This design comes from an exercise in tuning for small area, a short achievable clock period and few clock cycles per item on the open sky130 flow, not from production work. RTL that was checked went through simulation tests only; none was proved equivalent to the original.

job 6373:
## calc_core
module calc_core (
	input             clk,
	input             rst,
	input             start,
	input      [9:0]  op,
	input      [19:0] a,
	input      [19:0] b,
	output            busy,
	output reg        done,
	output reg [19:0] result,
	output            neg,
	output     [47:0] hex
	);
Size: ~120 I/O pins, roughly 23000 um^2 of cells after synthesis.
export LEC_CHECK = 0
export ABC_AREA = 1
export CAP_MARGIN = 20
export CORE_MARGIN = 2
export CORE_UTILIZATION = 40
export SLEW_MARGIN = 20
create_clock -name core_clock -period 55.0 [get_ports {clk}]
standard.sh (not shown) runs the stock make flow with config.mk's settings and CLKGATE_MAP_FILE= SYNTH_SCRIPT=/design/flow/synth_recipe.tcl, a recipe that flattens the netlist after the stock synthesis.
==> flow/flow/run.sh <==
#!/bin/bash
# The standard layout, with a stronger buffer on every input and output port
# than buffer_ports picks by default.
set -euo pipefail
bash standard.sh "BUFFER_PORTS_ARGS=-buffer_cell sky130_fd_sc_hd__buf_2" finish > standard_make.log 2>&1
Testbench counts of job 6373, summed over its fixed seeds: cycles 2,871, items 1,920.
Input changes introduced in job 2606 (baseline for comparison: job 6373):
--- a/flow/design.v
+++ b/flow/design.v
@@ -29,13 +29,13 @@
 	reg [2:0]  cnt;         
 	assign busy = busy_r;
 	assign neg  = result[19];
 	wire accept = start & ~busy_r;
 	wire        pmul   = rb[0] & ~acc1;            
 	wire [19:0] mx = busy_r ? (pmul ? result : ra) : a;
-	wire [19:0] my = busy_r ? ra : (op[1] ? a : b);
+	wire [19:0] my = busy_r ? ra : (op[9] ? a : b);
 	wire [19:0] pp [0:19];
 	genvar gi;
 	generate
 		for (gi = 0; gi < 20; gi = gi + 1) begin : g_pp
 			assign pp[gi] = {20{mx[gi]}} & my;
 		end
## What came out
Post-synthesis compound-gate area fraction sits higher in job 2606 than in job 6373.
Per the comparison of job 2606 with job 6373, post-synthesis cell count decreased about 0.7%; area of the die essentially unchanged; routed wire length increased 2.7 mm; global-route usage increased 1.2 points.
Per the comparison of job 2606 with job 6373, post-route non-filler standard cell count saw a decrease; multi-input logic area saw little to no change.
Function not checked in job 2606: the RTL went through the layout flow alone.

calc_core, a different RTL version from the one above (not shown whole).
Size in the first run: roughly 3800 cells after synthesis, ~68 flip-flops, ~120 I/O pins.
export LEC_CHECK = 0
export ABC_AREA = 1
export CAP_MARGIN = 50
export CORE_MARGIN = 2
export CORE_UTILIZATION = 40
export SLEW_MARGIN = 70
create_clock -name core_clock -period 55.0 [get_ports {clk}]
==> flow/flow/run.sh <==
#!/bin/bash
# The standard layout, with a stronger buffer on every input and output port
# than buffer_ports picks by default.
set -euo pipefail
bash standard.sh "BUFFER_PORTS_ARGS=-buffer_cell sky130_fd_sc_hd__buf_4" finish > standard_make.log 2>&1
Testbench counts at the start, summed over its fixed seeds: cycles 2,871, items 1,920.
Change:
--- a/flow/design.v
+++ b/flow/design.v
@@ -571,17 +571,17 @@
 			endcase
 		end
 	endfunction
 	reg [19:0] low_or;
 	integer q;
 	always @* begin
 		low_or[0] = 1'b0;
 		for (q = 1; q < 20; q = q + 1)
-			low_or[q] = low_or[q-1] | result[q-1];
+			low_or[q] = |(result & ((20'd1 << q) - 20'd1));
 	end
 	wire [19:0] mag = result ^ ({20{result[19]}} & low_or);
 	function [3:0] add3;
 		input [3:0] d;
 		begin
 			add3[3] = d[3] | (d[2] & d[0]) | (d[2] & d[1]);
 			add3[2] = (d[3] & d[0]) | (d[2] & ~d[1] & ~d[0]);
 			add3[1] = (d[3] & ~d[0]) | (~d[2] & d[1]) | (d[1] & d[0]);
=>
- global-route usage came out lower by 0.47 points
- die area came out lower by 1.7%
- routed wire length came out lower by 3.1%
- critical path depth came out higher by 3
- via count came out lower by 1.1%
- clock skew hardly moves
- cell count barely changes
- final area came out lower by 0.46%
- register-to-register slack gains 0.19 ns
- setup slack loses 0.061 ns
- utilization came out higher by 0.13 points
Testbench counts after the change, summed over its fixed seeds: cycles 2,871, items 1,920.

Another version of the RTL of calc_core (not shown whole).
For scale: about 120 I/O pins, about 24000 µm² of cells after synthesis.
==> flow/config.mk <==
export PLATFORM = sky130hd
export DESIGN_NAME = calc_core
export DESIGN_NICKNAME = calc_core
export VERILOG_FILES = /design/flow/design.v
export SDC_FILE = /design/flow/constraint.sdc
export NUM_CORES = 4
export LEC_CHECK = 0
export ABC_AREA = 1
export CAP_MARGIN = 50
export CORE_MARGIN = 2
export CORE_UTILIZATION = 40
export SLEW_MARGIN = 70
==> flow/constraint.sdc <==
create_clock -name core_clock -period 55.0 [get_ports {clk}]
set_input_delay 11.0000 -clock core_clock [delete_from_list [all_inputs] [get_ports {clk}]]
set_output_delay 11.0000 -clock core_clock [all_outputs]
set_load 0.01 [all_outputs]
run.sh (not shown) runs the stock make flow with config.mk's settings and CLKGATE_MAP_FILE= SYNTH_SCRIPT=/design/flow/synth_recipe.tcl, a recipe that flattens the netlist after the stock synthesis.
Stock flow here: none of the scripts above is used.
Testbench counts at the start, summed over its fixed seeds: cycles 2,871, items 1,920.
Then changed:
--- a/flow/design.v
+++ b/flow/design.v
@@ -108,30 +108,27 @@
 	wire pzero = (a == 20'd0) ||
 		(a[0]   == 1'b0  && b >= 20'd20) ||
 		(a[1:0] == 2'd0  && b >= 20'd10) ||
 		(a[2:0] == 3'd0  && b >= 20'd7)  ||
 		(a[3:0] == 4'd0  && b >= 20'd5)  ||
 		(a[4:0] == 5'd0  && b >= 20'd4)  ||
 		(a[6:0] == 7'd0  && b >= 20'd3)  ||
 		(a[9:0] == 10'd0 && b >= 20'd2);
-	wire take_prod = busy_r ?
-		(mode_pow & ((rb[0] & ~acc1) | (~rb[0] & acc1 & (rb[19:1] == 19'd1)))) :
-		(start & ((op == OP_MUL) | ((op == OP_POW) & (b == 20'd2) & ~pzero)));
 	always @(posedge clk) begin
 		done <= 1'b0;
 		if (rst) begin
 			busy_r <= 1'b0;
 		end else if (!busy_r) begin
 			if (start) begin
 				divz <= 1'b0;
 				case (op)
 				OP_ADD:  begin result <= addsub; done <= 1'b1; end
 				OP_SUB:  begin result <= addsub; done <= 1'b1; end
-				OP_MUL:  done <= 1'b1;
+				OP_MUL:  begin result <= prod;  done <= 1'b1; end
 				OP_LOG:  begin result <= log_r; done <= 1'b1; end
 				OP_FACT: begin result <= fact_r; done <= 1'b1; end
 				OP_D2R:  begin result <= d2r_r; done <= 1'b1; end
 				OP_DIV: begin
 					rb <= b;
 					mode_pow <= 1'b0;
 					if (b == 20'd0) begin
 						result <= 20'd0; divz <= 1'b1; done <= 1'b1;
@@ -151,17 +148,17 @@
 				end
 				OP_POW: begin
 					mode_pow <= 1'b1;
 					if (b == 20'd0) begin
 						result <= a; done <= 1'b1;
 					end else if (pzero) begin
 						result <= 20'd0; done <= 1'b1;
 					end else if (b == 20'd2) begin
-						done <= 1'b1;
+						result <= prod; done <= 1'b1;
 					end else begin
 						result <= b[0] ? a : 20'd1;
 						acc1 <= ~b[0];
 						ra <= prod;
 						rb <= {1'b0, b[19:1]};
 						if (b[19:1] == 19'd0) done <= 1'b1;
 						else busy_r <= 1'b1;
 					end
@@ -179,30 +176,31 @@
 		end else begin
 			if (rb[0]) begin
 				if (acc1) begin
 					result <= ra;
 					acc1 <= 1'b0;
 					ra <= prod;
 					rb <= {1'b0, rb[19:1]};
 				end else begin
+					result <= prod;
 					rb[0] <= 1'b0;
 				end
 				if (rb[19:1] == 19'd0) begin
 					busy_r <= 1'b0; done <= 1'b1;
 				end
 			end else begin
 				ra <= prod;
 				rb <= {1'b0, rb[19:1]};
 				if (acc1 && rb[19:1] == 19'd1) begin
+					result <= prod;
 					busy_r <= 1'b0; done <= 1'b1;
 				end
 			end
 		end
-		if (!rst && take_prod) result <= prod;
 	end
 	function [7:0] seg;
 		input [3:0] d;
 		begin
 			case (d)
 			4'd0: seg = 8'b11000000;
 			4'd1: seg = 8'b11111001;
 			4'd2: seg = 8'b10100100;
@@ -212,17 +210,17 @@
 			4'd6: seg = 8'b10000010;
 			4'd7: seg = 8'b11111000;
 			4'd8: seg = 8'b10000000;
 			4'd9: seg = 8'b10010000;
 			default: seg = 8'b11111111;
 			endcase
 		end
 	endfunction
-	wire [19:0] mag = result ^ {20{result[19]}};
+	wire [19:0] mag = result[19] ? (~result + 20'd1) : result;
 	function [3:0] add3;
 		input [3:0] d;
 		begin
 			add3[3] = d[3] | (d[2] & d[0]) | (d[2] & d[1]);
 			add3[2] = (d[3] & d[0]) | (d[2] & ~d[1] & ~d[0]);
 			add3[1] = (d[3] & ~d[0]) | (~d[2] & d[1]) | (d[1] & d[0]);
 			add3[0] = (d[3] & ~d[0]) | (~d[3] & ~d[2] & d[0]) | (d[2] & d[1] & ~d[0]);
 		end
@@ -236,23 +234,12 @@
 			bcd[7:4]   = add3(bcd[7:4]);
 			bcd[11:8]  = add3(bcd[11:8]);
 			bcd[15:12] = add3(bcd[15:12]);
 			bcd[19:16] = add3(bcd[19:16]);
 			bcd[23:20] = add3(bcd[23:20]);
 			bcd = {bcd[22:0], mag[i]};
 		end
 	end
-	reg [23:0] dig;
-	reg        cy;
-	integer    g;
-	always @* begin
-		cy = result[19];
-		for (g = 0; g < 6; g = g + 1) begin
-			dig[4*g +: 4] = !cy ? bcd[4*g +: 4] :
-				(bcd[4*g +: 4] == 4'd9) ? 4'd0 : bcd[4*g +: 4] + 4'd1;
-			cy = cy & (bcd[4*g +: 4] == 4'd9);
-		end
-	end
 	assign hex = divz ? 48'hFB8EAB_FFFFFF :
-		{seg(dig[23:20]), seg(dig[19:16]), seg(dig[15:12]),
-		 seg(dig[11:8]), seg(dig[7:4]), seg(dig[3:0])};
+		{seg(bcd[23:20]), seg(bcd[19:16]), seg(bcd[15:12]),
+		 seg(bcd[11:8]), seg(bcd[7:4]), seg(bcd[3:0])};
 endmodule
What happened: Sequential share of layout area falls by 0.26 points; maximum frequency falls slightly; non-clock buffer count rises by 11; setup slack is worse by 290 ps; flip-flop and latch count is unchanged; cell area rises by a few percent; hold slack is worse by 110 ps; area after synthesis rises by a few percent.
Testbench counts after the change, summed over its fixed seeds: cycles 2,871, items 1,920.

## static timing again, ports no longer ideal
No port has a modelled driver above. Below, the same layouts with a new extraction and two added sets of constraints.
Step 1, drivers: a clkbuf_16 drives clk and a buf_2 each remaining input, both assumed.
Step 2 moves the port delays by t, midway between the first and last clock arrival at a register: inputs arrive t later, outputs are due t later. That takes back most of the time a late clock gives input paths.
Three values: ideal ports, drivers, drivers and shift; two values: the first two.
| run | t (ns) | setup slack, ns | hold WS [ns] | worst register clock-pin slew, ns | pins driven straight from the clock port |
|---|---|---|---|---|---|
| job 6373 | 0.376 | 36.767 / 36.725 / 36.647 | 0.590 / 0.590 / 0.590 | 0.07 / 0.07 | 1 |
| job 2606 | 0.389 | 36.532 / 36.518 / 36.129 | 0.584 / 0.584 / 0.584 | 0.07 / 0.07 | 1 |
| the first run of note 2 | 0.394 | 36.205 / 36.160 / 36.554 | 0.672 / 0.672 / 0.672 | 0.07 / 0.07 | 1 |
| the second run of note 2 | 0.386 | 36.144 / 36.103 / 36.357 | 0.691 / 0.691 / 0.691 | 0.07 / 0.07 | 1 |
| the first run of note 3 | 0.387 | 35.766 / 35.721 / 35.625 | 0.697 / 0.697 / 0.697 | 0.06 / 0.06 | 1 |
| the second run of note 3 | 0.390 | 35.477 / 35.489 / 35.099 | 0.588 / 0.588 / 0.588 | 0.06 / 0.06 | 1 |
After both steps setup and hold are still met in every run listed. The setup slack of job 2606, which loses most, moves by -0.014 ns with the drivers and by -0.403 ns with both steps.
